This design comes from an exercise in tuning for small area, a short achievable clock period and few clock cycles on the open sky130 flow, not from production work.
Function was checked by simulation only, so behaviour that the tests miss may differ from the original.
Power and IR drop assume default switching activity.

== lane 1 ==
// filter
module filter (
	input wire clk,
	input wire rst_n,
	input wire fc_valid,
	input wire [7:0] working_pixel,
	input signed [7:0] fc,
	input wire start,
	output reg [7:0] out_pixel,
	output reg out_valid,
	output wire [15:0] addr,
	output wire wen,
	output wire en,
	output wire [7:0] d
);
clock: 10.0 ns
lec_check: 0
abc_clock_period_in_ps: 3000
cap_margin: 20
core_margin: 2
core_utilization: 50
place_density: 0.6
slew_margin: 20
synth_hierarchical: 1
synth_minimum_keep_size: 0
standard.sh (not shown) runs the stock make flow with config.mk's settings and CLKGATE_MAP_FILE= SYNTH_SCRIPT=/design/flow/synth_recipe.tcl, a recipe that flattens the netlist after the stock synthesis.
==> flow/flow/run.sh <==
#!/bin/bash
# The standard layout (standard.sh), with timing repair asked to leave 6.9 ns of
# setup slack at the design's clock period, and larger clock-tree clusters.
set -euo pipefail
bash standard.sh SETUP_SLACK_MARGIN=6.9 \
  "CTS_ARGS=-sink_clustering_enable -repair_clock_nets -sink_clustering_size 25 -sink_clustering_max_diameter 100 -sink_buffer_max_cap_derate 1.0 -buf_list sky130_fd_sc_hd__clkbuf_16" \
  finish > flow_make.log 2>&1
Lane 1: PASS, flow complete, no timing, DRC or antenna violations
Testbench counts of lane 1, summed over its fixed seeds: cycles 1,981,686.
Changes in lane 2 relative to lane 1:
Settings: CORE_UTILIZATION now 60, was 50; PLACE_DENSITY now 0.7, was 0.6.
==> flow/flow/run.sh <==
#!/bin/bash
# The standard layout (standard.sh), with timing repair asked to leave 7 ns of
# setup slack at the design's clock period, and larger clock-tree clusters.
set -euo pipefail
bash standard.sh SETUP_SLACK_MARGIN=7 \
  "CTS_ARGS=-sink_clustering_enable -repair_clock_nets -sink_clustering_size 25 -sink_clustering_max_diameter 100 -sink_buffer_max_cap_derate 1.0 -buf_list sky130_fd_sc_hd__clkbuf_16" \
  finish > flow_make.log 2>&1
--- outcome ---
Lane 2: full flow OK, the timing, design-rule and antenna checks passed
Lane 1 reached the end of the flow, and the finished layout is clean on the timing, design-rule and antenna checks.
Diff lane 2..lane 1 | post-synthesis cell count | unchanged
A end point of the critical path of as[2][11] is what lane 2 shows, while out_pixel[5] belongs to lane 1.
On tap cell instance count, the higher figure sits with lane 1, not lane 2.
Lane 2 vs lane 1 — pin count of the biggest net entering global routing dropped 4.3%.
Looking at leakage power total, lane 2 sits 2.1% above lane 1.
> inputs changed (lane 2 -> lane 3)
==> flow/flow/run.sh <==
#!/bin/bash
# The standard layout (standard.sh), with timing repair asked to leave 6.8 ns of
# setup slack at the design's clock period, and larger clock-tree clusters.
set -euo pipefail
bash standard.sh SETUP_SLACK_MARGIN=6.8 \
  "CTS_ARGS=-sink_clustering_enable -repair_clock_nets -sink_clustering_size 25 -sink_clustering_max_diameter 100 -sink_buffer_max_cap_derate 1.0 -buf_list sky130_fd_sc_hd__clkbuf_16" \
  finish > flow_make.log 2>&1
[summary]
Lane 2 completed; timing, DRC and antenna clean
Lane 3 closes out successfully: all stages finished, all timing, DRC and antenna checks passed.
Relative to lane 2, total power decreased by 62 µW in lane 3.
Reported for lane 2 and lane 3, starting utilization of the core area turned out identical to the last digit.
[lane 3] slack of the critical path fell 0.15 ns relative to lane 2
Lane 3 ended up with a lower share of final layout cell area taken by non-clock buffers than lane 2 did.
Delta(first-iteration detailed-routing DRC count, lane 3 - lane 2) < 0
Summary of the comparison: per-cell routed wire length is lower in lane 3, relative to lane 2.
Total global-route track usage (higher): lane 2
Lane 3 against lane 2; via count of the first global-routing pass is down slightly.
Of the two candidates, lane 2 has the better worst hold margin and lane 3 the worse one.
Fill cell total of the finished layout ends up lower on lane 2.
After detailed routing, lane 2 needs more wire than lane 3.
--- input diff lane 3..lane 4 ---
==> flow/flow/run.sh <==
#!/bin/bash
# The standard layout (standard.sh), with timing repair asked to leave 6.95 ns of
# setup slack at the design's clock period, and larger clock-tree clusters.
set -euo pipefail
bash standard.sh SETUP_SLACK_MARGIN=6.95 \
  "CTS_ARGS=-sink_clustering_enable -repair_clock_nets -sink_clustering_size 25 -sink_clustering_max_diameter 100 -sink_buffer_max_cap_derate 1.0 -buf_list sky130_fd_sc_hd__clkbuf_16" \
  finish > flow_make.log 2>&1
Results
Lane 4 vs. lane 3: highest ir drop seen on vdd rose 5.7%; design area rose 770 µm²; number of buffers other than clock buffers in the final layout rose 42. | power density over the cells | lane 4 vs lane 3 | 2.9% lower |. Transition time at the pin with the least slew margin of lane 3 is on par with lane 4. Tap cell count came out exactly the same in lane 4 and lane 3. As far as post-synthesis share of cell area spent on and, or, nand and nor gates goes, lane 4 and lane 3 are indistinguishable; the numbers are identical.

---

== job 8001 ==
Starting RTL as in the previous note.
Settings: LEC_CHECK=0, ABC_CLOCK_PERIOD_IN_PS=3000, CAP_MARGIN=20, CORE_MARGIN=2, CORE_UTILIZATION=60, PLACE_DENSITY=0.7, SLEW_MARGIN=20, SYNTH_HIERARCHICAL=1, SYNTH_MINIMUM_KEEP_SIZE=0; clock period 10.0 ns.
==> flow/flow/run.sh <==
#!/bin/bash
# The standard layout (standard.sh), with timing repair asked to leave 6.6 ns of
# setup slack at the design's clock period, and larger clock-tree clusters.
set -euo pipefail
bash standard.sh SETUP_SLACK_MARGIN=6.6 \
  "CTS_ARGS=-sink_clustering_enable -repair_clock_nets -sink_clustering_size 25 -sink_clustering_max_diameter 100 -sink_buffer_max_cap_derate 1.0 -buf_list sky130_fd_sc_hd__clkbuf_16" \
  finish > flow_make.log 2>&1
Job 8001 went all the way through synthesis, placement and routing and the layout is clean on timing, DRC and antenna.
Testbench counts of job 8001, summed over its fixed seeds: cycles 1,981,686.
--- input diff job 8001..job 6588 ---
Settings: swapping 60 for 70 in CORE_UTILIZATION; swapping 0.7 for 0.8 in PLACE_DENSITY.
-- flow/flow/run.sh --
<<< job 8001, line 2
# The standard layout (standard.sh), with timing repair asked to leave 6.6 ns of
>>> job 6588, line 2
# The standard layout (standard.sh), with timing repair asked to leave 6.9 ns of
<<< job 8001, line 5
bash standard.sh SETUP_SLACK_MARGIN=6.6 \
>>> job 6588, line 5
bash standard.sh SETUP_SLACK_MARGIN=6.9 \
Results
Routing usage on met2 in job 6588 is 7.2 points higher than in job 8001. Compared with job 8001, in job 6588 largest net degree at the start of global routing decreased 40, clock-cell share of area essentially unchanged, overall power after layout increased by about 1.1% relative to the old numbers, final cell utilization of the core grew by 12 points.
The inputs of job 647 differ from those of job 6588 as listed below.
Settings: CORE_UTILIZATION: 70 -> 60; ABC_CLOCK_PERIOD_IN_PS: 3000 -> unset; PLACE_DENSITY: 0.8 -> 0.7; ABC_AREA: unset -> 1.
Notes after the runs:
Number of sequential storage elements: job 6588 vs job 647, no meaningful difference
Of job 6588 and job 647, the run reporting the higher area enclosed by the die boundary was job 647.
In job 647 the fraction of the mapped netlist area in compound gates turned out 3.4 points higher than in job 6588.
Combinational cell fraction of total power ends up higher on job 6588.
Total length of routed met3 wires: job 647 vs job 6588 up about 34%
Relative to job 6588, wire length has increased by 7.7 mm in job 647.
Via count: job 647 vs job 6588 up 2881
Looking only at number of buffers and inverters on the critical path, and setting everything else aside, the lower value of job 6588 and job 647 goes to job 6588.
Of the two candidates, job 6588 has the worse power consumption and job 647 the better one.
[compare] base=job 6588 new=job 647: final design area excluding fillers climbed about 2.3%, first-iteration DRC count climbed about 70%.
> inputs changed (job 647 -> job 5886)
Settings: a deleted ABC_AREA that had been 1; an added ABC_CLOCK_PERIOD_IN_PS of 3000.
--- outcome ---
Job 5886 ends up with a final cycle utilization of the critical path that is 0.53 points lower than in job 647. Per the comparison of job 5886 with job 647, die area now sits higher; total power now sits higher.

---

== the baseline ==
filter, a different RTL version from the one above (not shown whole).
Size in the first run: about 410 flip-flops.
==> flow/config.mk <==
export PLATFORM = sky130hd
export DESIGN_NAME = filter
export DESIGN_NICKNAME = filter
export VERILOG_FILES = /design/flow/design.v
export SDC_FILE = /design/flow/constraint.sdc
export NUM_CORES = 4
export LEC_CHECK = 0
export ABC_CLOCK_PERIOD_IN_PS = 3000
export CAP_MARGIN = 20
export CORE_MARGIN = 2
export CORE_UTILIZATION = 60
export GPL_TIMING_DRIVEN = 0
export PLACE_DENSITY = 0.7
export SLEW_MARGIN = 20
export SYNTH_HIERARCHICAL = 1
export SYNTH_MINIMUM_KEEP_SIZE = 0
==> flow/constraint.sdc <==
create_clock -name core_clock -period 10.0 [get_ports {clk}]
set_input_delay 2.0000 -clock core_clock [delete_from_list [all_inputs] [get_ports {clk}]]
set_output_delay 2.0000 -clock core_clock [all_outputs]
set_load 0.01 [all_outputs]
==> flow/flow/run.sh <==
#!/bin/bash
# The standard layout (standard.sh), with timing repair asked to leave 7 ns of
# setup slack at the design's clock period, and larger clock-tree clusters.
set -euo pipefail
bash standard.sh SETUP_SLACK_MARGIN=7 \
  "CTS_ARGS=-sink_clustering_enable -repair_clock_nets -sink_clustering_size 25 -sink_clustering_max_diameter 100 -sink_buffer_max_cap_derate 1.0 -buf_list sky130_fd_sc_hd__clkbuf_16" \
  finish > flow_make.log 2>&1
Testbench counts of the baseline, summed over its fixed seeds: cycles 1,981,686.
[inputs] the candidate vs the baseline
# the baseline
export LEC_CHECK = 0
export ABC_CLOCK_PERIOD_IN_PS = 3000
export CAP_MARGIN = 20
export CORE_MARGIN = 2
export CORE_UTILIZATION = 60
export GPL_TIMING_DRIVEN = 0
export PLACE_DENSITY = 0.7
export SLEW_MARGIN = 20
export SYNTH_HIERARCHICAL = 1
export SYNTH_MINIMUM_KEEP_SIZE = 0
create_clock -name core_clock -period 10.0 [get_ports {clk}]
# the candidate
export LEC_CHECK = 0
export ABC_CLOCK_PERIOD_IN_PS = 3000
export CAP_MARGIN = 20
export CORE_MARGIN = 2
export CORE_UTILIZATION = 60
export PLACE_DENSITY = 0.7
export SLEW_MARGIN = 20
export SYNTH_HIERARCHICAL = 1
export SYNTH_MINIMUM_KEEP_SIZE = 0
create_clock -name core_clock -period 10.0 [get_ports {clk}]
[summary]
Both conditions hold for the candidate: the flow ran to the end and the final layout passed the timing, design-rule and antenna checks.
The baseline | status: complete | timing, DRC, antenna: pass
Total global-route track usage (higher): the baseline
The candidate: cell-internal power 1.8% below the baseline
Relative to the baseline, final net count has gone down in the candidate.
Between the baseline and the candidate, the post-synthesis cell count does not differ in any meaningful way.

[afterwards: timing with drivers on the ports]
The results above use ideal ports. As a check the final layouts listed here were re-extracted and re-timed, cells and wires unchanged.
Step 1 assumes that a clkbuf_16 drives the clock port and a buf_2 every other input.
Step 2 times the ports against the registers' clock, not the clock port: input delays grow and output delays shrink by t, the midpoint of the rising clock arrivals with the driver on.
a / b / c = ideal ports / drivers / drivers and shift; a / b = the first two.
run	t, ns	setup slack, ns	worst register clock-pin slew, ns
lane 1	0.593	6.934 / 6.880 / 6.462	0.11 / 0.11
lane 2	0.577	6.993 / 6.950 / 6.483	0.11 / 0.11
lane 3	0.581	6.839 / 6.784 / 6.286	0.11 / 0.11
lane 4	0.585	6.984 / 6.929 / 6.453	0.11 / 0.11
job 8001	0.577	6.706 / 6.706 / 6.176	0.10 / 0.10
job 6588	0.572	6.924 / 6.874 / 6.431	0.10 / 0.10
job 647	0.595	6.883 / 6.883 / 6.471	0.12 / 0.12
job 5886	0.577	6.936 / 6.885 / 6.446	0.11 / 0.11
the baseline	0.628	6.845 / 6.789 / 6.441	0.11 / 0.11
the candidate	0.605	6.945 / 6.891 / 6.453	0.11 / 0.11
After both steps every run listed still meets setup and hold. The setup slack of lane 3, which loses most, moves by -0.055 ns with the drivers and by -0.553 ns with both steps.
